From an optimization exercise on the open Yosys and OpenROAD flow, aimed at small area; shortcuts taken in it are not production practice. Function was checked by simulation only, so behaviour that the tests miss may differ from the original.

==> flow/design.v (outline; a module is shown in full before it is edited, if it fits) <==
// module averager_tree: 475 lines
// module avg_cpa: 7 lines
// module loss_compensator: 18 lines
// module mul_lane: 190 lines
// module mul_pp: 6 lines
// module mul_pp0: 6 lines
// module mul_cpa: 8 lines
// module adder_fa: 7 lines
// module adder_ha: 7 lines
// module adc_frontend: 207 lines
// module cnt_inc: 21 lines
// module cmp_ge: 20 lines
// module cmp_maj: 6 lines
module adc_frontend (
    input  wire         clk,
    input  wire         rst,
    input  wire [255:0] adc_tdata,
    input  wire         adc_tvalid,
    input  wire         state_changed,
    input  wire [15:0]  optical_loss,
    input  wire [15:0]  monitor_cycle_length,
    input  wire [15:0]  preamble_cycle_length,
    output wire [255:0] pattern_match_agg,
    output wire [15:0]  matched_pattern,
    output wire [255:0] detected_tdata,
    output wire         detected_tvalid
);
  // ...
==> flow/flow/run.sh <==
#!/bin/bash
# Layout flow: the standard flow (standard.sh, unchanged synthesis), with
# the ports buffered by the smallest buffer (buf_1) instead of the delay buffer
# that buffer_ports picks by default. Every port still gets its buffer.
set -euo pipefail
cd "$(dirname "$0")/.."
echo 'export BUFFER_PORTS_ARGS = -buffer_cell sky130_fd_sc_hd__buf_1' >> config.mk
bash standard.sh > flow_make.log 2>&1
==> flow/standard.sh <==
#!/bin/bash
# synth_recipe.tcl (not shown) runs the flow's synth.tcl, then flattens the netlist and writes it again
# the make line also repeats each setting of config.mk as NAME=value (left out here)
make -C /OpenROAD-flow-scripts/flow DESIGN_CONFIG=/design/flow/config.mk WORK_HOME=/design/flow/orfs CLKGATE_MAP_FILE= SYNTH_SCRIPT=/design/flow/synth_recipe.tcl "${@:-finish}"
==> flow/config.mk <==
export PLATFORM = sky130hd
export DESIGN_NAME = adc_frontend
export DESIGN_NICKNAME = adc_frontend
export VERILOG_FILES = /design/flow/design.v
export SDC_FILE = /design/flow/constraint.sdc
export NUM_CORES = 8
export LEC_CHECK = 0
export CAP_MARGIN = 20
export CORE_MARGIN = 2
export CORE_UTILIZATION = 40
export CTS_BUF_LIST = sky130_fd_sc_hd__clkbuf_8
export CTS_CLUSTER_DIAMETER = 50
export CTS_CLUSTER_SIZE = 16
export SLEW_MARGIN = 20
export SYNTH_HIERARCHICAL = 1
export SYNTH_MINIMUM_KEEP_SIZE = 0
export BUFFER_PORTS_ARGS = -buffer_cell sky130_fd_sc_hd__buf_1
==> flow/constraint.sdc <==
create_clock -name core_clock -period 6.0 [get_ports {clk}]
set_input_delay 1.2000 -clock core_clock [delete_from_list [all_inputs] [get_ports {clk}]]
set_output_delay 1.2000 -clock core_clock [all_outputs]
set_load 0.01 [all_outputs]
==> impl_metrics.ini, run 1 <==
[run_status]
run_status = no timing/DRC/antenna violations

[setup_path]
r2r-end = out_any$_SDFFE_PP0N_
path_max_fanout = 169
slowest_stage = edfxtp_1
critPathKind = reg2out

[clock_network]
cts.sinks = 1991
cts_buffers = 246
clock_latency_ns = 1.08
clockBufferDepth = 4
cts_tree = done

[synth]
yosys_register_bits = 1991
yosys.area_share.simple = 0.08329
yosys.area.top_type = dfxtp_1
postSynth.asyncResetShare = 0
synth.most_common_cell = dfxtp_1
netlist_top_cells_count = dfxtp_1, a222oi_1, fa_1
yosys_warnings = 7

[floorplanning]
io_pins = 837
die_x_um = 526.8

[hold_path]
holdPathEnd = d0_gain[5]$_DFF_P_
holdPathStages = 0
hold_class = reg2reg

[place]
pre_cts_slack_ns = -0.7015

[global_routing]
antenna_found_initial = 34
first_global_vias = 81190
use_met3 = 0.05598
gr-usage-met2 = 0.4112

[routing]
wl_met1_mm = 169.7

[cells_and_area]
largest_cell_class = multi-input gates
area_growth_syn_to_layout_pct = 13.58
multi_input_area_share = 0.5026
multi_input_area_sq_um = 62400
inv_count = 390
diodes = 19

[sta]
rsz0062_at_grt = false
==> module adc_frontend, before the edit <==
module adc_frontend (
    input  wire         clk,
    input  wire         rst,
    input  wire [255:0] adc_tdata,
    input  wire         adc_tvalid,
    input  wire         state_changed,
    input  wire [15:0]  optical_loss,
    input  wire [15:0]  monitor_cycle_length,
    input  wire [15:0]  preamble_cycle_length,
    output wire [255:0] pattern_match_agg,
    output wire [15:0]  matched_pattern,
    output wire [255:0] detected_tdata,
    output wire         detected_tvalid
);
    integer i;
    genvar g;
    reg [127:0] t_amp;
    reg [15:0]  t_gain;
    reg         t_valid;
    always @(posedge clk) begin
        if (adc_tvalid) begin
            for (i = 0; i < 16; i = i + 1)
                t_amp[i*8 +: 8] <= adc_tdata[i*16+7 +: 8];
            t_gain <= optical_loss;
        end
        t_valid <= !rst && adc_tvalid;
    end
    reg [127:0] p_amp, d0_amp, d1_amp;
    reg [15:0]  p_gain, d0_gain, d1_gain, d1_gain3;
    reg         p_valid;
    always @(posedge clk) begin
        p_amp    <= t_amp;
        p_gain   <= t_gain;
        p_valid  <= !rst && t_valid;
        d0_amp   <= p_amp;
        d0_gain  <= p_gain;
        d1_amp   <= d0_amp;
        d1_gain  <= d0_gain;
        d1_gain3 <= d0_gain + {d0_gain[14:0], 1'b0};
    end
    wire [255:0] prod;
    loss_compensator mul_inst (
        .amp(d1_amp),
        .gain(d1_gain),
        .gain3(d1_gain3),
        .prod(prod)
    );
    reg [255:0] d2, d3;
    reg         v0, v1, v2, v3;
    always @(posedge clk) begin
        d2 <= prod;
        d3 <= d2;
        v0 <= !rst && p_valid;
        v1 <= !rst && v0;
        v2 <= !rst && v1;
        v3 <= !rst && v2;
    end
    reg [15:0] cycle_count;
    wire       avg_en = !rst && !state_changed && p_valid &&
                        ({1'b0, cycle_count} < {1'b0, monitor_cycle_length} + 17'd4);
    reg [1:0]  avg_fill;        
    reg        avg_valid;
    reg        ev1, ev2, ev3;   
    always @(posedge clk) begin
        ev1 <= avg_en;
        ev2 <= ev1;
        ev3 <= ev2;
        if (rst) begin
            cycle_count <= 16'd0;
            avg_fill    <= 2'd0;
            avg_valid   <= 1'b0;
        end else if (state_changed) begin
            cycle_count <= 16'd0;
        end else if (avg_en) begin
            cycle_count <= cycle_count + 16'd1;
            if (avg_fill != 2'd3)
                avg_fill <= avg_fill + 2'd1;
            avg_valid <= (avg_fill == 2'd3);
        end else begin
            avg_valid <= 1'b0;
        end
    end
    wire [15:0] tree_avg;
    averager_tree tree_inst (
        .s_tdata(d2),
        .m_tdata(tree_avg)
    );
    reg [15:0] avg_q1, avg_q2, avg_q3, avg_q4;
    always @(posedge clk) begin
        if (ev3) begin
            avg_q1 <= tree_avg;
            avg_q2 <= avg_q1;
            avg_q3 <= avg_q2;
            avg_q4 <= avg_q3;
        end
    end
    reg [15:0] avg_cur;
    always @(*) begin
        case ({1'b0, ev1} + {1'b0, ev2} + {1'b0, ev3})
            2'd0:    avg_cur = avg_q4;
            2'd1:    avg_cur = avg_q3;
            2'd2:    avg_cur = avg_q2;
            default: avg_cur = avg_q1;
        endcase
    end
    reg  [15:0]  compare_with_average;
    reg  [255:0] agg;
    reg          inc_pend;
    reg  [3:0]   inc_idx;
    wire [15:0] avg_cur_n = ~avg_cur;
    wire [15:0] lane_ge;
    generate
        for (g = 0; g < 16; g = g + 1) begin : cmp
            cmp_ge u_ge (
                .a(d3[g*16 +: 16]),
                .bn(avg_cur_n),
                .y(lane_ge[g])
            );
        end
    endgenerate
    wire [15:0] pat_hit;
    generate
        for (g = 0; g < 16; g = g + 1) begin : pat
            wire [31:0] rot = {16'h00FF, 16'h00FF} << g;
            assign pat_hit[g] = (compare_with_average == rot[31:16]);
        end
    endgenerate
    reg [3:0] hit_idx;
    always @(*) begin
        hit_idx = 4'd0;
        for (i = 15; i >= 0; i = i - 1)
            if (pat_hit[i]) hit_idx = i[3:0];
    end
    wire [255:0] cnt;
    generate
        for (g = 0; g < 16; g = g + 1) begin : counters
            cnt_inc u_inc (
                .a(agg[g*16 +: 16]),
                .b(inc_pend && (inc_idx == g)),
                .y(cnt[g*16 +: 16])
            );
        end
    endgenerate
    always @(posedge clk) begin
        if (rst || state_changed) begin
            compare_with_average <= 16'd0;
            agg      <= 256'd0;
            inc_pend <= 1'b0;
        end else begin
            if (avg_valid)
                compare_with_average <= lane_ge;
            agg      <= cnt;
            inc_pend <= avg_valid && (|pat_hit);
        end
        inc_idx <= hit_idx;
    end
    assign pattern_match_agg = agg;
    wire [15:0] qual;
    wire        thr_ok = (preamble_cycle_length != 16'd0);
    wire [15:0] thr0_n = ~preamble_cycle_length;
    wire [15:0] thr1_n = ~(preamble_cycle_length - 16'd1);
    generate
        for (g = 0; g < 16; g = g + 1) begin : q
            wire ge;
            cmp_ge u_ge (
                .a(cnt[g*16 +: 16]),
                .bn(g == 0 ? thr0_n : thr1_n),
                .y(ge)
            );
            assign qual[g] = thr_ok && ge;
        end
    endgenerate
    reg [3:0] sel_idx;
    always @(*) begin
        sel_idx = 4'd0;
        for (i = 15; i >= 0; i = i - 1)
            if (qual[i]) sel_idx = i[3:0];
    end
    reg [255:0] post_tail;
    reg         post_tail_valid;
    reg [255:0] prev_tail;
    reg         out_valid;
    reg         out_any;
    reg [3:0]   out_rot;
    always @(posedge clk) begin
        if (rst) begin
            post_tail_valid <= 1'b0;
            out_valid <= 1'b0;
            out_any   <= 1'b0;
        end else if (state_changed) begin
            out_valid <= 1'b0;
        end else begin
            post_tail[255:16] <= d3[255:16];
            post_tail_valid   <= v3;
            out_valid <= (|qual) && post_tail_valid;
            out_any   <= |qual;
            out_rot   <= sel_idx;
        end
        post_tail[15:0] <= d3[15:0];
        prev_tail <= post_tail;
    end
    wire [511:0] both = {post_tail, prev_tail};
    assign detected_tdata  = both >> (out_rot * 16);
    assign detected_tvalid = out_valid;
    wire [31:0] mp = {16'h00FF, 16'h00FF} << out_rot;
    assign matched_pattern = out_any ? mp[31:16] : 16'd0;
endmodule
==> inputs of run 2 (changes only) <==
--- a/flow/design.v
+++ b/flow/design.v
@@ -935,7 +935,10 @@
         prev_tail <= post_tail;
     end
     wire [511:0] both = {post_tail, prev_tail};
-    assign detected_tdata  = both >> (out_rot * 16);
+    wire [383:0] rot8 = out_rot[3] ? both[511:128] : both[383:0];
+    wire [319:0] rot4 = out_rot[2] ? rot8[383:64] : rot8[319:0];
+    wire [287:0] rot2 = out_rot[1] ? rot4[319:32] : rot4[287:0];
+    assign detected_tdata = out_rot[0] ? rot2[271:16] : rot2[255:0];
     assign detected_tvalid = out_valid;
     wire [31:0] mp = {16'h00FF, 16'h00FF} << out_rot;
     assign matched_pattern = out_any ? mp[31:16] : 16'd0;
--- a/flow/config.mk
+++ b/flow/config.mk
@@ -6,11 +6,14 @@
 export NUM_CORES = 8
 export LEC_CHECK = 0
 export CAP_MARGIN = 20
+export CELL_PAD_IN_SITES_DETAIL_PLACEMENT = 1
+export CELL_PAD_IN_SITES_GLOBAL_PLACEMENT = 1
 export CORE_MARGIN = 2
-export CORE_UTILIZATION = 40
+export CORE_UTILIZATION = 55
 export CTS_BUF_LIST = sky130_fd_sc_hd__clkbuf_8
 export CTS_CLUSTER_DIAMETER = 50
 export CTS_CLUSTER_SIZE = 16
+export PLACE_DENSITY = 0.7
 export SLEW_MARGIN = 20
 export SYNTH_HIERARCHICAL = 1
 export SYNTH_MINIMUM_KEEP_SIZE = 0
==> impl_metrics.ini, run 2 <==
[synth]
yosys_warnings = 7
syn_inst = 7989
yosys.area.top_type = dfxtp_1
synth_top_area_frac = 0.2936
netlist_top_cells_count = dfxtp_1, a222oi_1, fa_1
synth_cell_types = 86
postSynth.asyncResetShare = 0
synth_top_flop_cell = dfxtp_1
ys_seq_area_frac = 0.4229
syn_avg_cell_area_sq_um = 13.14
synth_edf_count = 452
yosys_register_bits = 1991
synth_area_leaders = dfxtp_1, fa_1, edfxtp_1, a222oi_1, maj3_2
synth.most_common_cell = dfxtp_1
netlist_area_sq_um = 105000

[routing]
wire_per_inst_um = 32.02
initialDrtViolationCount = 14290
vias = 78210
wl_mm = 375.1
firstDrtPassIters = 17
via_per_inst = 6.676
drc = 0
ant_nets = 0

[global_routing]
antenna_found_initial = 51
grt_max_degree = 115
grt_pass1_wl_mm = 539.0
first_global_vias = 79800
overflow = 0
grt.total_usage = 0.3763

[sta]
max_freq_mhz = 174.3
finalMaxSlewViolations = 0
skew_ns = 0.07233
period_needed_ns = 5.738
setup_tns_ns = 0
report.final.setup_viol = 0
rsz0062_at_grt = false
post-route-period-util = 0.9563
finalHoldViolations = 0
timing.final.ws_setup_ns = 0.2621
slew_headroom = 0.1416
worst_pin_slew_ns = 1.286

[run_status]
run_status = no timing/DRC/antenna violations

[cells_and_area]
finalCoreUtilization = 0.6170
final_nets = 10380
n_fill_cell = 18640
final_common_cell = dfxtp_1
seqCellArea_sq_um = 44450
area_growth_syn_to_layout_pct = 11.57
multi_input_area_sq_um = 58660
drive_above_1_share = 0.2102
final_cells = 11720
final_cell_mix = dfxtp_1, a222oi_1, buf_1

[setup_path]
slowest_stage = dfxtp_4
cp.required_ns = 6.91
path_max_fanout = 39
cpPeakStageDelay_ns = 0.78
crit_chain = buf_4, buf_12, a22oi_2, fa_2, fa_1, fa_1, fa_1, fa_1, fa_1, fa_1, inv_1, fa_1, nor2b_4, o31a_1, or4_1, nand3_1, inv_1
end_kind = register
reg2reg_slack_ns = 0.26
cp-start-kind = register
crit_arrival_ns = 6.65
r2r_start = d1_gain3[0]$_DFF_P_
cp_top_family = adder cells
cpMostUsedCell = fa_1
critPathBufInv = 4
worstSetupStartpoint = d1_gain3[0]$_DFF_P_
critPathKind = reg2reg

[clock_network]
cts_tree = done
cts_buffers = 186
clockBufferDepth = 3
cts_root_buf = clkbuf_8
cts.sinks = 1991
cts_max_level = 4
clock_latency_ns = 1.03
clk_pin_slew_ns = 0.10

[place]
dp_hpwl_mm = 294.1
place_congestion = 1.007
dp_cells = 11320
port_buffers = 708
pre_cts_slack_ns = -0.6093

[floorplanning]
coreArea_sq_um = 189800
io_pins = 837
die_x_um = 440.8
num_rows = 160
start_util = 0.5530
die_h_um = 440.8
die_area_sq_um = 194300

[hold_path]
hold_class = reg2reg
hold_start = p_amp[59]$_DFF_P_

[flow_run]
maxCapViolations = 0
## run 2: worst paths after layout
check	cells past startpoint	to
setup / recovery	17	d2[14]$_DFF_P_
hold / removal	0	d0_amp[59]$_DFF_P_
setup reg to reg	17	d2[14]$_DFF_P_
hold reg to reg	0	d0_amp[59]$_DFF_P_
## run 2: metrics by stage
step | hold WS, ns | instance area (sq um)
finish | 0.3108 | 117100
global route | 0.2954 | 117100
CTS | 0.2424 | 116900
detailed placement | 0.3132 | 112900
global placement | 0.3097 | 112900
floorplan | 0.3096 | 105200
## run 2: worst reg2reg max path, stage by stage, from the launching register on
cell and delay [ns]:
dfxtp_4 0.78, buf_4 0.31, buf_12 0.18, a22oi_2 0.12, fa_2 0.36, fa_1 0.40, fa_1 0.42, fa_1 0.41
fa_1 0.43, fa_1 0.40, fa_1 0.46, inv_1 0.10, fa_1 0.28, nor2b_4 0.06, o31a_1 0.29, or4_1 0.47
nand3_1 0.13, inv_1 0.05
## run 2: per-module statistics from Yosys, one instance, submodules excluded, excerpt
module	times used	area, sq um	cells	flip-flops and latches
adc_frontend	1	62360	4124	1991
avg_cpa	1	809.5	104	0
mul_cpa	16	317.8	41	0
mul_lane	16	163.9	29	0
averager_tree	1	97.59	16	0
cnt_inc	16	42.54	6	0
cmp_ge	32	33.78	4	0
adder_fa	658	20.02	1	0
adder_ha	239	12.51	1	0
mul_pp0	64	12.51	1	0
cmp_maj	672	11.26	1	0
mul_pp	768	10.01	1	0
## run 2: kinds of logic (layout without fill, tap and decap cells)
logic type / count (synthesis) / count (layout) / synth area share
compound gates: 1389 / 1389 / 0.1136
other cells: 17 / 102 / 0.0006080
xor+xnor: 155 / 155 / 0.01293
flops: 1991 / 1991 / 0.4229
simple gates: 1178 / 1178 / 0.06730
mux: 922 / 922 / 0.1108
buf+inv: 589 / 1720 / 0.02194
fa+ha+maj: 1748 / 1748 / 0.2499
## run 2: layout make-up
type	instances	share of cell area
Antenna cell	53	0.001133
Clock buffer	192	0.02257
Clock inverter	155	0.01198
Inverter	390	0.01263
Multi-Input combinational cell	5441	0.5009
Sequential cell	1991	0.3796
Tap cell	2511	0.02683
Timing Repair Buffer	983	0.04439
## run 2: layer usage
layer / vias up / part of all wire / track usage
met5: - / 0.00027 / 0
met4: 16 / 0.068 / 0.2153
met3: 1071 / 0.10 / 0.08051
met2: 4959 / 0.43 / 0.5607
met1: 39460 / 0.40 / 0.5095
li1: 32710 / - / -
## run 2: repair_timing
item	CTS	global route
buffers inserted	0	1
endpoints found under the setup margin	0	2
resized for setup	0	1
hold buffers	0	0
==> module mul_lane, before the edit <==
module mul_lane (
    input  wire [7:0]  amp,
    input  wire [15:0] m,
    input  wire [15:0] m3,
    output wire [15:0] p
);
    wire s1_0 = amp[0] & ~amp[1];
    wire s2_0 = ~amp[0] & amp[1];
    wire s3_0 = amp[0] & amp[1];
    wire ppn0_0;
    mul_pp0 u_ppn0_0 (.s1(s1_0), .s3(s3_0), .x1(m[0]), .x3(m3[0]), .y_n(ppn0_0));
    wire ppn0_1;
    mul_pp u_ppn0_1 (.s1(s1_0), .s2(s2_0), .s3(s3_0), .x1(m[1]), .x2(m[0]), .x3(m3[1]), .y_n(ppn0_1));
    wire ppn0_2;
    mul_pp u_ppn0_2 (.s1(s1_0), .s2(s2_0), .s3(s3_0), .x1(m[2]), .x2(m[1]), .x3(m3[2]), .y_n(ppn0_2));
    wire ppn0_3;
    mul_pp u_ppn0_3 (.s1(s1_0), .s2(s2_0), .s3(s3_0), .x1(m[3]), .x2(m[2]), .x3(m3[3]), .y_n(ppn0_3));
    wire ppn0_4;
    mul_pp u_ppn0_4 (.s1(s1_0), .s2(s2_0), .s3(s3_0), .x1(m[4]), .x2(m[3]), .x3(m3[4]), .y_n(ppn0_4));
    wire ppn0_5;
    mul_pp u_ppn0_5 (.s1(s1_0), .s2(s2_0), .s3(s3_0), .x1(m[5]), .x2(m[4]), .x3(m3[5]), .y_n(ppn0_5));
    wire ppn0_6;
    mul_pp u_ppn0_6 (.s1(s1_0), .s2(s2_0), .s3(s3_0), .x1(m[6]), .x2(m[5]), .x3(m3[6]), .y_n(ppn0_6));
    wire ppn0_7;
    mul_pp u_ppn0_7 (.s1(s1_0), .s2(s2_0), .s3(s3_0), .x1(m[7]), .x2(m[6]), .x3(m3[7]), .y_n(ppn0_7));
    wire ppn0_8;
    mul_pp u_ppn0_8 (.s1(s1_0), .s2(s2_0), .s3(s3_0), .x1(m[8]), .x2(m[7]), .x3(m3[8]), .y_n(ppn0_8));
    wire ppn0_9;
    mul_pp u_ppn0_9 (.s1(s1_0), .s2(s2_0), .s3(s3_0), .x1(m[9]), .x2(m[8]), .x3(m3[9]), .y_n(ppn0_9));
    wire ppn0_10;
    mul_pp u_ppn0_10 (.s1(s1_0), .s2(s2_0), .s3(s3_0), .x1(m[10]), .x2(m[9]), .x3(m3[10]), .y_n(ppn0_10));
    wire ppn0_11;
    mul_pp u_ppn0_11 (.s1(s1_0), .s2(s2_0), .s3(s3_0), .x1(m[11]), .x2(m[10]), .x3(m3[11]), .y_n(ppn0_11));
    wire ppn0_12;
    mul_pp u_ppn0_12 (.s1(s1_0), .s2(s2_0), .s3(s3_0), .x1(m[12]), .x2(m[11]), .x3(m3[12]), .y_n(ppn0_12));
    wire ppn0_13;
    mul_pp u_ppn0_13 (.s1(s1_0), .s2(s2_0), .s3(s3_0), .x1(m[13]), .x2(m[12]), .x3(m3[13]), .y_n(ppn0_13));
    wire ppn0_14;
    mul_pp u_ppn0_14 (.s1(s1_0), .s2(s2_0), .s3(s3_0), .x1(m[14]), .x2(m[13]), .x3(m3[14]), .y_n(ppn0_14));
    wire ppn0_15;
    mul_pp u_ppn0_15 (.s1(s1_0), .s2(s2_0), .s3(s3_0), .x1(m[15]), .x2(m[14]), .x3(m3[15]), .y_n(ppn0_15));
    wire s1_1 = amp[2] & ~amp[3];
    wire s2_1 = ~amp[2] & amp[3];
    wire s3_1 = amp[2] & amp[3];
    wire ppn1_2;
    mul_pp0 u_ppn1_2 (.s1(s1_1), .s3(s3_1), .x1(m[0]), .x3(m3[0]), .y_n(ppn1_2));
    wire ppn1_3;
    mul_pp u_ppn1_3 (.s1(s1_1), .s2(s2_1), .s3(s3_1), .x1(m[1]), .x2(m[0]), .x3(m3[1]), .y_n(ppn1_3));
    wire ppn1_4;
    mul_pp u_ppn1_4 (.s1(s1_1), .s2(s2_1), .s3(s3_1), .x1(m[2]), .x2(m[1]), .x3(m3[2]), .y_n(ppn1_4));
    wire ppn1_5;
    mul_pp u_ppn1_5 (.s1(s1_1), .s2(s2_1), .s3(s3_1), .x1(m[3]), .x2(m[2]), .x3(m3[3]), .y_n(ppn1_5));
    wire ppn1_6;
    mul_pp u_ppn1_6 (.s1(s1_1), .s2(s2_1), .s3(s3_1), .x1(m[4]), .x2(m[3]), .x3(m3[4]), .y_n(ppn1_6));
    wire ppn1_7;
    mul_pp u_ppn1_7 (.s1(s1_1), .s2(s2_1), .s3(s3_1), .x1(m[5]), .x2(m[4]), .x3(m3[5]), .y_n(ppn1_7));
    wire ppn1_8;
    mul_pp u_ppn1_8 (.s1(s1_1), .s2(s2_1), .s3(s3_1), .x1(m[6]), .x2(m[5]), .x3(m3[6]), .y_n(ppn1_8));
    wire ppn1_9;
    mul_pp u_ppn1_9 (.s1(s1_1), .s2(s2_1), .s3(s3_1), .x1(m[7]), .x2(m[6]), .x3(m3[7]), .y_n(ppn1_9));
    wire ppn1_10;
    mul_pp u_ppn1_10 (.s1(s1_1), .s2(s2_1), .s3(s3_1), .x1(m[8]), .x2(m[7]), .x3(m3[8]), .y_n(ppn1_10));
    wire ppn1_11;
    mul_pp u_ppn1_11 (.s1(s1_1), .s2(s2_1), .s3(s3_1), .x1(m[9]), .x2(m[8]), .x3(m3[9]), .y_n(ppn1_11));
    wire ppn1_12;
    mul_pp u_ppn1_12 (.s1(s1_1), .s2(s2_1), .s3(s3_1), .x1(m[10]), .x2(m[9]), .x3(m3[10]), .y_n(ppn1_12));
    wire ppn1_13;
    mul_pp u_ppn1_13 (.s1(s1_1), .s2(s2_1), .s3(s3_1), .x1(m[11]), .x2(m[10]), .x3(m3[11]), .y_n(ppn1_13));
    wire ppn1_14;
    mul_pp u_ppn1_14 (.s1(s1_1), .s2(s2_1), .s3(s3_1), .x1(m[12]), .x2(m[11]), .x3(m3[12]), .y_n(ppn1_14));
    wire ppn1_15;
    mul_pp u_ppn1_15 (.s1(s1_1), .s2(s2_1), .s3(s3_1), .x1(m[13]), .x2(m[12]), .x3(m3[13]), .y_n(ppn1_15));
    wire s1_2 = amp[4] & ~amp[5];
    wire s2_2 = ~amp[4] & amp[5];
    wire s3_2 = amp[4] & amp[5];
    wire ppn2_4;
    mul_pp0 u_ppn2_4 (.s1(s1_2), .s3(s3_2), .x1(m[0]), .x3(m3[0]), .y_n(ppn2_4));
    wire ppn2_5;
    mul_pp u_ppn2_5 (.s1(s1_2), .s2(s2_2), .s3(s3_2), .x1(m[1]), .x2(m[0]), .x3(m3[1]), .y_n(ppn2_5));
    wire ppn2_6;
    mul_pp u_ppn2_6 (.s1(s1_2), .s2(s2_2), .s3(s3_2), .x1(m[2]), .x2(m[1]), .x3(m3[2]), .y_n(ppn2_6));
    wire ppn2_7;
    mul_pp u_ppn2_7 (.s1(s1_2), .s2(s2_2), .s3(s3_2), .x1(m[3]), .x2(m[2]), .x3(m3[3]), .y_n(ppn2_7));
    wire ppn2_8;
    mul_pp u_ppn2_8 (.s1(s1_2), .s2(s2_2), .s3(s3_2), .x1(m[4]), .x2(m[3]), .x3(m3[4]), .y_n(ppn2_8));
    wire ppn2_9;
    mul_pp u_ppn2_9 (.s1(s1_2), .s2(s2_2), .s3(s3_2), .x1(m[5]), .x2(m[4]), .x3(m3[5]), .y_n(ppn2_9));
    wire ppn2_10;
    mul_pp u_ppn2_10 (.s1(s1_2), .s2(s2_2), .s3(s3_2), .x1(m[6]), .x2(m[5]), .x3(m3[6]), .y_n(ppn2_10));
    wire ppn2_11;
    mul_pp u_ppn2_11 (.s1(s1_2), .s2(s2_2), .s3(s3_2), .x1(m[7]), .x2(m[6]), .x3(m3[7]), .y_n(ppn2_11));
    wire ppn2_12;
    mul_pp u_ppn2_12 (.s1(s1_2), .s2(s2_2), .s3(s3_2), .x1(m[8]), .x2(m[7]), .x3(m3[8]), .y_n(ppn2_12));
    wire ppn2_13;
    mul_pp u_ppn2_13 (.s1(s1_2), .s2(s2_2), .s3(s3_2), .x1(m[9]), .x2(m[8]), .x3(m3[9]), .y_n(ppn2_13));
    wire ppn2_14;
    mul_pp u_ppn2_14 (.s1(s1_2), .s2(s2_2), .s3(s3_2), .x1(m[10]), .x2(m[9]), .x3(m3[10]), .y_n(ppn2_14));
    wire ppn2_15;
    mul_pp u_ppn2_15 (.s1(s1_2), .s2(s2_2), .s3(s3_2), .x1(m[11]), .x2(m[10]), .x3(m3[11]), .y_n(ppn2_15));
    wire s1_3 = amp[6] & ~amp[7];
    wire s2_3 = ~amp[6] & amp[7];
    wire s3_3 = amp[6] & amp[7];
    wire ppn3_6;
    mul_pp0 u_ppn3_6 (.s1(s1_3), .s3(s3_3), .x1(m[0]), .x3(m3[0]), .y_n(ppn3_6));
    wire ppn3_7;
    mul_pp u_ppn3_7 (.s1(s1_3), .s2(s2_3), .s3(s3_3), .x1(m[1]), .x2(m[0]), .x3(m3[1]), .y_n(ppn3_7));
    wire ppn3_8;
    mul_pp u_ppn3_8 (.s1(s1_3), .s2(s2_3), .s3(s3_3), .x1(m[2]), .x2(m[1]), .x3(m3[2]), .y_n(ppn3_8));
    wire ppn3_9;
    mul_pp u_ppn3_9 (.s1(s1_3), .s2(s2_3), .s3(s3_3), .x1(m[3]), .x2(m[2]), .x3(m3[3]), .y_n(ppn3_9));
    wire ppn3_10;
    mul_pp u_ppn3_10 (.s1(s1_3), .s2(s2_3), .s3(s3_3), .x1(m[4]), .x2(m[3]), .x3(m3[4]), .y_n(ppn3_10));
    wire ppn3_11;
    mul_pp u_ppn3_11 (.s1(s1_3), .s2(s2_3), .s3(s3_3), .x1(m[5]), .x2(m[4]), .x3(m3[5]), .y_n(ppn3_11));
    wire ppn3_12;
    mul_pp u_ppn3_12 (.s1(s1_3), .s2(s2_3), .s3(s3_3), .x1(m[6]), .x2(m[5]), .x3(m3[6]), .y_n(ppn3_12));
    wire ppn3_13;
    mul_pp u_ppn3_13 (.s1(s1_3), .s2(s2_3), .s3(s3_3), .x1(m[7]), .x2(m[6]), .x3(m3[7]), .y_n(ppn3_13));
    wire ppn3_14;
    mul_pp u_ppn3_14 (.s1(s1_3), .s2(s2_3), .s3(s3_3), .x1(m[8]), .x2(m[7]), .x3(m3[8]), .y_n(ppn3_14));
    wire ppn3_15;
    mul_pp u_ppn3_15 (.s1(s1_3), .s2(s2_3), .s3(s3_3), .x1(m[9]), .x2(m[8]), .x3(m3[9]), .y_n(ppn3_15));
    wire s1, c2;
    adder_fa u_s1 (.a(ppn0_2), .b(ppn1_2), .c(1'b1), .s(s1), .co(c2));
    wire s3, c4;
    adder_fa u_s3 (.a(ppn0_3), .b(ppn1_3), .c(c2), .s(s3), .co(c4));
    wire s5, c6;
    adder_fa u_s5 (.a(ppn0_4), .b(ppn1_4), .c(ppn2_4), .s(s5), .co(c6));
    wire s7, c8;
    adder_fa u_s7 (.a(s5), .b(c4), .c(1'b1), .s(s7), .co(c8));
    wire s9, c10;
    adder_fa u_s9 (.a(ppn0_5), .b(ppn1_5), .c(ppn2_5), .s(s9), .co(c10));
    wire s11, c12;
    adder_fa u_s11 (.a(c6), .b(s9), .c(c8), .s(s11), .co(c12));
    wire s13, c14;
    adder_fa u_s13 (.a(ppn0_6), .b(ppn1_6), .c(ppn2_6), .s(s13), .co(c14));
    wire s15, c16;
    adder_fa u_s15 (.a(ppn3_6), .b(c10), .c(s13), .s(s15), .co(c16));
    wire s17, c18;
    adder_fa u_s17 (.a(s15), .b(c12), .c(1'b1), .s(s17), .co(c18));
    wire s19, c20;
    adder_fa u_s19 (.a(ppn0_7), .b(ppn1_7), .c(ppn2_7), .s(s19), .co(c20));
    wire s21, c22;
    adder_fa u_s21 (.a(ppn3_7), .b(c14), .c(s19), .s(s21), .co(c22));
    wire s23, c24;
    adder_fa u_s23 (.a(c16), .b(s21), .c(c18), .s(s23), .co(c24));
    wire s25, c26;
    adder_fa u_s25 (.a(ppn0_8), .b(ppn1_8), .c(ppn2_8), .s(s25), .co(c26));
    wire s27, c28;
    adder_fa u_s27 (.a(ppn3_8), .b(c20), .c(s25), .s(s27), .co(c28));
    wire s29, c30;
    adder_fa u_s29 (.a(ppn0_9), .b(ppn1_9), .c(ppn2_9), .s(s29), .co(c30));
    wire s31, c32;
    adder_fa u_s31 (.a(ppn3_9), .b(c26), .c(s29), .s(s31), .co(c32));
    wire s33, c34;
    adder_fa u_s33 (.a(ppn0_10), .b(ppn1_10), .c(ppn2_10), .s(s33), .co(c34));
    wire s35, c36;
    adder_fa u_s35 (.a(ppn3_10), .b(c30), .c(s33), .s(s35), .co(c36));
    wire s37, c38;
    adder_fa u_s37 (.a(ppn0_11), .b(ppn1_11), .c(ppn2_11), .s(s37), .co(c38));
    wire s39, c40;
    adder_fa u_s39 (.a(ppn3_11), .b(c34), .c(s37), .s(s39), .co(c40));
    wire s41, c42;
    adder_fa u_s41 (.a(ppn0_12), .b(ppn1_12), .c(ppn2_12), .s(s41), .co(c42));
    wire s43, c44;
    adder_fa u_s43 (.a(ppn3_12), .b(c38), .c(s41), .s(s43), .co(c44));
    wire s45, c46;
    adder_fa u_s45 (.a(ppn0_13), .b(ppn1_13), .c(ppn2_13), .s(s45), .co(c46));
    wire s47, c48;
    adder_fa u_s47 (.a(ppn3_13), .b(c42), .c(s45), .s(s47), .co(c48));
    wire s49, c50;
    adder_fa u_s49 (.a(ppn0_14), .b(ppn1_14), .c(ppn2_14), .s(s49), .co(c50));
    wire s51, c52;
    adder_fa u_s51 (.a(ppn3_14), .b(c46), .c(s49), .s(s51), .co(c52));
    wire s53, c54;
    adder_fa u_s53 (.a(ppn0_15), .b(ppn1_15), .c(ppn2_15), .s(s53), .co(c54));
    wire s55, c56;
    adder_fa u_s55 (.a(ppn3_15), .b(c50), .c(s53), .s(s55), .co(c56));
    assign p[0] = ~ppn0_0;
    assign p[1] = ~ppn0_1;
    assign p[2] = ~s1;
    assign p[3] = ~s3;
    assign p[4] = ~s7;
    assign p[5] = ~s11;
    assign p[6] = ~s17;
    assign p[7] = ~s23;
    wire [7:0] hi_n;
    mul_cpa u_cpa (.a({c52, c48, c44, c40, c36, c32, c28, c22}), .b({s55, s51, s47, s43, s39, s35, s31, s27}), .ci(c24), .s(hi_n));
    assign p[15:8] = ~hi_n;
endmodule
==> inputs of run 3 (changes only) <==
--- a/flow/design.v
+++ b/flow/design.v
@@ -514,10 +514,10 @@
     wire s1_0 = amp[0] & ~amp[1];
     wire s2_0 = ~amp[0] & amp[1];
     wire s3_0 = amp[0] & amp[1];
-    wire ppn0_0;
-    mul_pp0 u_ppn0_0 (.s1(s1_0), .s3(s3_0), .x1(m[0]), .x3(m3[0]), .y_n(ppn0_0));
-    wire ppn0_1;
-    mul_pp u_ppn0_1 (.s1(s1_0), .s2(s2_0), .s3(s3_0), .x1(m[1]), .x2(m[0]), .x3(m3[1]), .y_n(ppn0_1));
+    wire ppt0_0;
+    mul_ppt0 u_ppt0_0 (.s1(s1_0), .s3(s3_0), .x1(m[0]), .x3(m3[0]), .y(ppt0_0));
+    wire ppt0_1;
+    mul_ppt u_ppt0_1 (.s1(s1_0), .s2(s2_0), .s3(s3_0), .x1(m[1]), .x2(m[0]), .x3(m3[1]), .y(ppt0_1));
     wire ppn0_2;
     mul_pp u_ppn0_2 (.s1(s1_0), .s2(s2_0), .s3(s3_0), .x1(m[2]), .x2(m[1]), .x3(m3[2]), .y_n(ppn0_2));
     wire ppn0_3;
@@ -683,8 +683,8 @@
     adder_fa u_s53 (.a(ppn0_15), .b(ppn1_15), .c(ppn2_15), .s(s53), .co(c54));
     wire s55, c56;
     adder_fa u_s55 (.a(ppn3_15), .b(c50), .c(s53), .s(s55), .co(c56));
-    assign p[0] = ~ppn0_0;
-    assign p[1] = ~ppn0_1;
+    assign p[0] = ppt0_0;
+    assign p[1] = ppt0_1;
     assign p[2] = ~s1;
     assign p[3] = ~s3;
     assign p[4] = ~s7;
@@ -707,6 +707,18 @@
 );
     assign y_n = ~((s1 & x1) | (s3 & x3));
 endmodule
+module mul_ppt (
+    input  wire s1, s2, s3, x1, x2, x3,
+    output wire y
+);
+    assign y = (s1 & x1) | (s2 & x2) | (s3 & x3);
+endmodule
+module mul_ppt0 (
+    input  wire s1, s3, x1, x3,
+    output wire y
+);
+    assign y = (s1 & x1) | (s3 & x3);
+endmodule
 module mul_cpa (
     input  wire [7:0] a,
     input  wire [7:0] b,
@@ -860,12 +872,11 @@
             assign pat_hit[g] = (compare_with_average == rot[31:16]);
         end
     endgenerate
-    reg [3:0] hit_idx;
-    always @(*) begin
-        hit_idx = 4'd0;
-        for (i = 15; i >= 0; i = i - 1)
-            if (pat_hit[i]) hit_idx = i[3:0];
-    end
+    wire [3:0] hit_idx;
+    assign hit_idx[0] = |(pat_hit & 16'hAAAA);
+    assign hit_idx[1] = |(pat_hit & 16'hCCCC);
+    assign hit_idx[2] = |(pat_hit & 16'hF0F0);
+    assign hit_idx[3] = |(pat_hit & 16'hFF00);
     wire [255:0] cnt;
     generate
         for (g = 0; g < 16; g = g + 1) begin : counters
--- a/flow/config.mk
+++ b/flow/config.mk
@@ -9,11 +9,10 @@
 export CELL_PAD_IN_SITES_DETAIL_PLACEMENT = 1
 export CELL_PAD_IN_SITES_GLOBAL_PLACEMENT = 1
 export CORE_MARGIN = 2
-export CORE_UTILIZATION = 55
+export CORE_UTILIZATION = 40
 export CTS_BUF_LIST = sky130_fd_sc_hd__clkbuf_8
-export CTS_CLUSTER_DIAMETER = 50
-export CTS_CLUSTER_SIZE = 16
-export PLACE_DENSITY = 0.7
+export CTS_CLUSTER_DIAMETER = 55
+export CTS_CLUSTER_SIZE = 18
 export SLEW_MARGIN = 20
 export SYNTH_HIERARCHICAL = 1
 export SYNTH_MINIMUM_KEEP_SIZE = 0
==> impl_metrics.ini, run 3 <==
[run_status]
run_status = no timing/DRC/antenna violations

[hold_path]
hold_start = adc_tdata[74]
holdPathStages = 1
hold_class = in2reg
holdPathEnd = t_amp[35]$_DFFE_PP_

[global_routing]
grt_max_degree = 174
grt.total_usage = 0.2820
overflow = 0
grt_pass1_wl_mm = 552.7
antenna_found_initial = 23
first_global_vias = 76710

[synth]
postSynth.asyncResetShare = 0
yosys_warnings = 7
yosys.area.top_type = dfxtp_1
synth_top_flop_cell = dfxtp_1
yosys_register_bits = 1991
synth_top_area_frac = 0.2933
synth_cell_types = 81
synth.most_common_cell = dfxtp_1
syn_inst = 8025
netlist_top_cells_count = dfxtp_1, a222oi_1, fa_1
netlist_area_sq_um = 105100
synth_area_leaders = dfxtp_1, fa_1, edfxtp_1, a222oi_1, maj3_2
syn_avg_cell_area_sq_um = 13.09
synth_edf_count = 452
ys_seq_area_frac = 0.4225

[cells_and_area]
drive_above_1_share = 0.2115
area_growth_syn_to_layout_pct = 13.05
final_common_cell = dfxtp_1
final_area_sq_um = 118800
final_cell_mix = dfxtp_1, a222oi_1, buf_1
final_cells = 12710
final_nets = 10400
finalCoreUtilization = 0.4536

[clock_network]
cts_resized = 0
cts_hold_buf = 0
clk_pin_slew_ns = 0.11
clock_latency_ns = 1.05
clockBufferDepth = 4
post_cts_buffers = 0
cts_max_level = 4
cts_root_buf = clkbuf_8
cts_buffers = 203
cts_tree = done
cts.sinks = 1991

[sta]
max_freq_mhz = 175.6
report.final.setup_viol = 0
skew_ns = 0.07209
period_needed_ns = 5.694
rsz0062_at_grt = false
finalHoldViolations = 0
slew_headroom = 0.2506
post-route-period-util = 0.9490
worst_pin_slew_ns = 1.124
finalMaxSlewViolations = 0

[place]
port_buffers = 708
dp_cells = 12330
place_congestion = 0.9625
placed_area_sq_um = 114000
dp_hpwl_mm = 302.7

[routing]
firstDrtPassIters = 17
drc = 0
via_per_inst = 5.980
vias = 76020
wl_mm = 386.8
wire_per_inst_um = 30.42
ant_nets = 0
initialDrtViolationCount = 12270

[floorplanning]
num_rows = 188
start_util = 0.4013
die_x_um = 516.5
die_h_um = 516.5
coreArea_sq_um = 261800
io_pins = 837
die_area_sq_um = 266800

[setup_path]
crit_arrival_ns = 6.61
r2r_start = inc_idx[2]$_DFF_P_
cp.required_ns = 6.92
cp-start-kind = register
critPathKind = reg2reg
r2r_cells = 21
reg2reg_slack_ns = 0.31
r2r-end = out_any$_SDFFE_PP0N_
end_kind = register
path_max_fanout = 4

[flow_run]
maxCapViolations = 0
==> run 3: cell types whose count changed after synthesis, moves of 7 or more <==
cell     delta
buf_2      -46
buf_1      +43
buf_4      +32
a22o_1     +17
a22oi_2    -17
inv_1      -13
o31ai_1     +8
nand3_1     -7
==> run 3: worst max path at each step <==
stage | slack, ns | start | depth (start not counted) | end
4_1_cts | 0.11 | inc_idx[2]$_DFF_P_ | 20 | out_valid$_SDFF_PN0_
6_report | 0.31 | inc_idx[2]$_DFF_P_ | 21 | out_any$_SDFFE_PP0N_
3_5_place_dp | -0.55 | preamble_cycle_length[4] | 21 | out_valid$_SDFF_PN0_
5_1_grt | 0.005 | inc_idx[2]$_DFF_P_ | 21 | out_any$_SDFFE_PP0N_
2_1_floorplan | 0.07 | preamble_cycle_length[4] | 18 | out_rot[0]$_SDFFCE_PP0P_
3_3_place_gp | -0.46 | preamble_cycle_length[4] | 22 | out_any$_SDFFE_PP0N_
==> run 3: layout make-up <==
cell class / instances / area [sq um]
Antenna cell: 12 / 30.03
Clock buffer: 213 / 2932
Clock inverter: 163 / 1795
Fill cell: 27220 / 143000
Inverter: 376 / 1426
Multi-Input combinational cell: 5459 / 58490
Sequential cell: 1991 / 44460
Tap cell: 3515 / 4398
Timing Repair Buffer: 984 / 5241
==> run 3: metrics by stage <==
| step | setup slack [ns] | setup TNS [ns] | hold slack (ns) |
|---|---|---|---|
| 2_1_floorplan | 0.07477 | 0 | 0.3096 |
| 3_3_place_gp | -0.4596 | -1.587 | 0.3108 |
| 3_5_place_dp | -0.5506 | -1.821 | 0.3132 |
| 4_1_cts | 0.1126 | 0 | 0.1900 |
| 5_1_grt | 0.004578 | 0 | 0.2580 |
| 6_report | 0.3059 | 0 | 0.3207 |
==> run 3: per-layer routing <==
layer,wire length (um),global-route usage
met3,33210,0.04520
met4,17930,0.1178
met2,164000,0.4162
met5,27,0
met1,171500,0.4086
==> run 3: worst max-delay path, cell delays in order, from the launching register on <==
cell and delay, ns:
dfxtp_1 0.35, nand3b_1 0.24, nor3_2 0.23, buf_4 0.19
nand4_1 0.12, nor3_2 0.28, ha_1 0.30, or2_2 0.28
maj3_2 0.31, maj3_2 0.31, maj3_2 0.31, maj3_2 0.31
maj3_2 0.31, maj3_2 0.31, maj3_2 0.30, mux2_4 0.31
nor4_2 0.28, buf_4 0.15, and3_1 0.19, a31oi_2 0.19
mux2i_1 0.21, nor2_1 0.05
==> run 3: kinds of logic (layout without fill, tap and decap cells) <==
kind of cell | after synthesis | after routing | share of synthesized area
DFF | 1991 | 1991 | 0.4225
adders and majority gates | 1748 | 1748 | 0.2497
AOI/OAI and AO/OA | 1398 | 1398 | 0.1127
and+or+nand+nor | 1190 | 1190 | 0.06796
muxes | 921 | 921 | 0.1106
buffers and inverters | 607 | 1736 | 0.02322
xor gates and xnor gates | 153 | 153 | 0.01276
other | 17 | 61 | 0.0006074
==> run 3: modules after synthesis (local to each module, per instance), excerpt <==
module / flops+latches / cell area [sq um] / cells inside / copies in the design
mul_cpa: 0 / 317.8 / 41 / 16
cnt_inc: 0 / 42.54 / 6 / 16
mul_pp0: 0 / 12.51 / 1 / 48
cmp_ge: 0 / 33.78 / 4 / 32
mul_lane: 0 / 171.4 / 29 / 16
averager_tree: 0 / 97.59 / 16 / 1
avg_cpa: 0 / 809.5 / 104 / 1
==> inputs of run 4 (changes only) <==
--- a/flow/config.mk
+++ b/flow/config.mk
@@ -9,10 +9,11 @@
 export CELL_PAD_IN_SITES_DETAIL_PLACEMENT = 1
 export CELL_PAD_IN_SITES_GLOBAL_PLACEMENT = 1
 export CORE_MARGIN = 2
-export CORE_UTILIZATION = 40
+export CORE_UTILIZATION = 55
 export CTS_BUF_LIST = sky130_fd_sc_hd__clkbuf_8
 export CTS_CLUSTER_DIAMETER = 55
 export CTS_CLUSTER_SIZE = 18
+export PLACE_DENSITY = 0.7
 export SLEW_MARGIN = 20
 export SYNTH_HIERARCHICAL = 1
 export SYNTH_MINIMUM_KEEP_SIZE = 0
==> impl_metrics.ini, run 4 <==
[run_status]
run_status = no timing/DRC/antenna violations

[place]
place_congestion = 0.9827
pre_cts_slack_ns = -0.4888
dp_hpwl_mm = 289.4
port_buffers = 708
dp_cells = 11290
placed_area_sq_um = 112700

[cells_and_area]
drive_above_1_share = 0.2026
final_common_cell = dfxtp_1
final_cells = 11640
final_cell_mix = dfxtp_1, a222oi_1, buf_1
area_growth_syn_to_layout_pct = 10.92
final_area_sq_um = 116500
final_nets = 10340

[sta]
worst_pin_slew_ns = 1.154
report.final.setup_viol = 0
post-route-period-util = 0.9542
slew_headroom = 0.2233
max_freq_mhz = 174.7
finalHoldViolations = 0
finalMaxSlewViolations = 0
timing.final.ws_setup_ns = 0.2750
skew_ns = 0.07211
period_needed_ns = 5.725

[clock_network]
cts_buffers = 174
clk_pin_slew_ns = 0.10
cts_tree = done
cts.sinks = 1991
cts_root_buf = clkbuf_8
clockBufferDepth = 3
clock_latency_ns = 1.03
cts_max_level = 4

[synth]
yosys.area.top_type = dfxtp_1
synth_edf_count = 452
netlist_area_sq_um = 105100
synth.most_common_cell = dfxtp_1
synth_area_leaders = dfxtp_1, fa_1, edfxtp_1, a222oi_1, maj3_2
syn_avg_cell_area_sq_um = 13.09
synth_cell_types = 81
postSynth.asyncResetShare = 0
yosys_warnings = 7
synth_top_area_frac = 0.2933
syn_inst = 8025
ys_seq_area_frac = 0.4225
yosys_register_bits = 1991
netlist_top_cells_count = dfxtp_1, a222oi_1, fa_1
synth_top_flop_cell = dfxtp_1

[global_routing]
globalRouteMet1Util = 0.5174
grt.total_usage = 0.3753
antenna_found_initial = 46
gr-usage-met2 = 0.5534
grt_max_degree = 239
overflow = 0
first_global_vias = 78730
grt-busiest-layer = met2
use_met3 = 0.08085
grt_pass1_wl_mm = 536.2

[setup_path]
cpPeakStageDelay_ns = 0.52
reg2reg_slack_ns = 0.28
cp.required_ns = 6.85
end_kind = register
cp-start-kind = register
crit_arrival_ns = 6.57
crit_chain = or3b_2, nor2_1, nand4_1, nor3_2, ha_1, or2_2, maj3_2, maj3_2, maj3_2, maj3_2, maj3_2, maj3_2, maj3_2, mux2_4, nor3_1, a31oi_1, mux2i_1, nor2_1
r2r-end = out_any$_SDFFE_PP0N_
path_max_fanout = 4
r2r_cells = 18
cpMostUsedCell = maj3_2
r2r_start = inc_pend$_SDFF_PN0_
critPathKind = reg2reg
slowest_stage = or3b_2

[routing]
ant_nets = 0
via_per_inst = 6.704
initialDrtViolationCount = 14690
firstDrtPassIters = 14
vias = 78040
wl_mm = 373.3
wire_per_inst_um = 32.07
drc = 0

[floorplanning]
coreArea_sq_um = 190000
die_area_sq_um = 194500
io_pins = 837
start_util = 0.5530
die_h_um = 441.0
die_x_um = 441.0
num_rows = 160

[hold_path]
holdPathEnd = p_amp[37]$_DFF_P_
holdPathStages = 0
hold_start = t_amp[37]$_DFFE_PP_
hold_class = reg2reg

[flow_run]
maxCapViolations = 0
## run 4: cell counts after synthesis
No cell type changed its count.
## run 4: repair_timing
| action | 4_1_cts | 5_1_grt |
|---|---|---|
| buffers inserted | 0 | 0 |
| resized for setup | 0 | 4 |
| hold endpoints to repair | 0 | 0 |
| hold buffers | 0 | 0 |
| setup endpoints to repair | 0 | 1 |
## run 4: cells by family after synthesis
group	count (synthesis)	share of synthesized area
flops	1991	0.4225
other cells	17	0.0006074
simple gates	1190	0.06796
xor+xnor	153	0.01276
fa+ha+maj	1748	0.2497
mux	921	0.1106
buf+inv	607	0.02322
compound gates	1398	0.1127
## run 4: metal layers
| metal | part of all wire | routed length, um | vias to the layer above |
|---|---|---|---|
| li1 | - | - | 32600 |
| met5 | 0.00030 | 112 | - |
| met3 | 0.10 | 39140 | 985 |
| met1 | 0.40 | 150200 | 39600 |
| met2 | 0.43 | 159500 | 4843 |
| met4 | 0.065 | 24430 | 12 |
## run 4: how the worst max path moves through the flow
stage,slack (ns),depth (start not counted),from,end
after floorplan,0.07,18,preamble_cycle_length[4],out_rot[0]$_SDFFCE_PP0P_
after global placement,-0.36,21,preamble_cycle_length[0],out_any$_SDFFE_PP0N_
after detailed placement,-0.49,22,preamble_cycle_length[0],out_any$_SDFFE_PP0N_
after CTS,0.24,20,inc_idx[0]$_DFF_P_,out_any$_SDFFE_PP0N_
after global routing,-0.01,20,inc_idx[0]$_DFF_P_,out_any$_SDFFE_PP0N_
final,0.28,18,inc_pend$_SDFF_PN0_,out_any$_SDFFE_PP0N_
## run 4: modules after synthesis, one instance, submodules excluded, a selection
module | cells inside | flops+latches
mul_cpa | 41 | 0
averager_tree | 16 | 0
mul_ppt | 2 | 0
cnt_inc | 6 | 0
adder_fa | 1 | 0
adder_ha | 1 | 0
mul_pp0 | 1 | 0
adc_frontend | 4144 | 1991
cmp_maj | 1 | 0
cmp_ge | 4 | 0
mul_pp | 1 | 0
avg_cpa | 104 | 0
mul_lane | 29 | 0
## run 4: per-stage QoR
step / setup TNS (ns) / util / hold WS [ns]
global placement: -1.401 / 0.5929 / 0.3095
detailed placement: -1.708 / 0.5931 / 0.3132
floorplan: 0 / - / 0.3096
finish: 0 / 0.6133 / 0.2982
CTS: 0 / 0.6130 / 0.2775
global route: -0.01427 / 0.6132 / 0.2977
## run 4: critical path, delay by kind of cell (launching register included)
kind,cells,cell delay (ns)
adders and majority gates,8,2.48
DFF,1,0.38
and+or+nand+nor,7,1.96
muxes,2,0.57
AOI/OAI and AO/OA,1,0.20
## run 4: cell type report
| cell class | instances | area [sq um] |
|---|---|---|
| Clock inverter | 141 | 1255 |
| Clock buffer | 184 | 2532 |
| Antenna cell | 21 | 52.55 |
| Inverter | 376 | 1426 |
| Tap cell | 2511 | 3142 |
| Fill cell | 18870 | 73460 |
| Timing Repair Buffer | 957 | 5146 |
| Multi-Input combinational cell | 5459 | 58510 |
| Sequential cell | 1991 | 44460 |
==> inputs of run 5 (changes only) <==
--- a/flow/flow/run.sh
+++ b/flow/flow/run.sh
@@ -4,5 +4,5 @@
 # that buffer_ports picks by default. Every port still gets its buffer.
 set -euo pipefail
 cd "$(dirname "$0")/.."
-echo 'export BUFFER_PORTS_ARGS = -buffer_cell sky130_fd_sc_hd__buf_1' >> config.mk
+printf '\n'>> config.mk; echo 'export BUFFER_PORTS_ARGS = -buffer_cell sky130_fd_sc_hd__buf_1' >> config.mk
 bash standard.sh > flow_make.log 2>&1
--- a/flow/config.mk
+++ b/flow/config.mk
@@ -9,12 +9,13 @@
 export CELL_PAD_IN_SITES_DETAIL_PLACEMENT = 1
 export CELL_PAD_IN_SITES_GLOBAL_PLACEMENT = 1
 export CORE_MARGIN = 2
-export CORE_UTILIZATION = 55
+export CORE_UTILIZATION = 65
 export CTS_BUF_LIST = sky130_fd_sc_hd__clkbuf_8
 export CTS_CLUSTER_DIAMETER = 55
 export CTS_CLUSTER_SIZE = 18
-export PLACE_DENSITY = 0.7
+export PLACE_DENSITY = 0.8
 export SLEW_MARGIN = 20
 export SYNTH_HIERARCHICAL = 1
 export SYNTH_MINIMUM_KEEP_SIZE = 0
+
 export BUFFER_PORTS_ARGS = -buffer_cell sky130_fd_sc_hd__buf_1
==> impl_metrics.ini, run 5 <==
[clock_network]
cts_buffers = 167
clockBufferDepth = 3
cts_max_level = 4
cts_root_buf = clkbuf_8
cts.sinks = 1991
post_cts_buffers = 0
cts_hold_buf = 0

[floorplanning]
die_x_um = 406.0
start_util = 0.6543
die_h_um = 406.0
num_rows = 147
io_pins = 837

[global_routing]
grt.total_usage = 0.7746
grt_max_degree = 146
overflow = 17

[synth]
netlist_top_cells_count = dfxtp_1, a222oi_1, fa_1
syn_inst = 8025
synth-compound-area-share = 0.1127
synth_top_family_by_area = adder cells
postSynth.asyncResetShare = 0
synth_area_leaders = dfxtp_1, fa_1, edfxtp_1, a222oi_1, maj3_2
synthXorXnorAreaFrac = 0.01276
syn_avg_cell_area_sq_um = 13.09
synth_edf_count = 452
yosys_register_bits = 1991
netlist_area_sq_um = 105100
ys_seq_area_frac = 0.4225
synth_adder_area_share = 0.2497
yosys.area.top_type = dfxtp_1
synth.most_common_cell = dfxtp_1
synthMuxAreaShare = 0.1106
synth_cell_types = 81
synth_top_flop_cell = dfxtp_1
yosys_warnings = 7
synth_top_area_frac = 0.2933
yosys.area_share.simple = 0.06796

[sta]
crit_endpoint = d2[30]$_DFF_P_/D
worst-ep-kind = register data pin

[place]
place_congestion = 1.009
dp_hpwl_mm = 318.2
port_buffers = 708

[run_status]
tool.error = [ERROR GRT-0232] Routing congestion too high. Check the congestion heatmap in the GUI.
haltStage = global routing
run_status = aborted with a tool error
[run 5: timing repair]
action,4_1_cts
cloned,0
resized for setup,2
endpoints found under the setup margin,3
[run 5: worst max path at each step]
stage | endpoint | slack (ns) | cells past startpoint
3_3_place_gp | out_any$_SDFFE_PP0N_ | -0.22 | 21
4_1_cts | out_rot[0]$_SDFFCE_PP0P_ | 0.002 | 21
3_5_place_dp | out_any$_SDFFE_PP0N_ | -0.39 | 22
2_1_floorplan | out_rot[0]$_SDFFCE_PP0P_ | 0.07 | 18
[run 5: metrics by stage]
stage | instances | hold slack (ns) | instance area (sq um) | setup slack (ns) | TNS (ns)
floorplan | 8057 | 0.3096 | 105200 | 0.07477 | 0
global placement | 10920 | 0.3099 | 112000 | -0.2174 | -0.6598
detailed placement | 10930 | 0.3132 | 112000 | -0.3904 | -1.519
CTS | 11240 | 0.2793 | 115700 | 0.002364 | 0
[run 5: per-layer routing]
metal,GRT overflow,track usage
met1,0,0.7833
met2,9,0.9224
met3,0,0.6318
met4,7,0.7594
met5,1,0.3571
[run 5: per-module statistics from Yosys (local to each module, per instance), a selection]
module         cells inside  flops+latches
avg_cpa                 104              0
mul_cpa                  41              0
adc_frontend           4144           1991
mul_ppt0                  1              0
mul_pp0                   1              0
adder_fa                  1              0
averager_tree            16              0
mul_ppt                   2              0
[run 5: cells by family after synthesis]
logic type               Yosys count
flip-flops                      1991
adder cells (fa/ha/maj)         1748
AO/OA/AOI/OAI                   1398
AND/OR/NAND/NOR                 1190
multiplexers                     921
buffers and inverters            607
XOR/XNOR                         153
other                             17

[what the ideal ports hide]
How much do the figures lean on ideal ports? The routed layouts below were timed once more, with nothing changed but the port constraints. Step 1 sets driving cells, clkbuf_16 on the clock port and buf_2 on the other inputs (assumed; they add their load-dependent delay and slew). Step 2, shift: input delay + t, output delay - t, t = (earliest + latest rising clock arrival at the registers) / 2. This alone moves slack from input paths to output paths. Slacks: no drivers / after step 1 / after step 2; pairs: no drivers / after step 1.
run | shift t [ns] | setup WS [ns] | worst setup path after step 2
run 1 | 1.115 | 0.289 / 0.189 / -0.564 | input to register
run 2 | 1.099 | 0.262 / 0.262 / -0.578 | input to register
run 3 | 1.111 | 0.306 / 0.266 / -0.527 | input to register
run 4 | 1.076 | 0.275 / 0.275 / -0.602 | input to register
With both steps, setup timing fails in every run listed, where it was met with ideal ports. The setup slack of run 4, which loses most, moves by 0.000 ns with the drivers and by -0.877 ns with both steps.
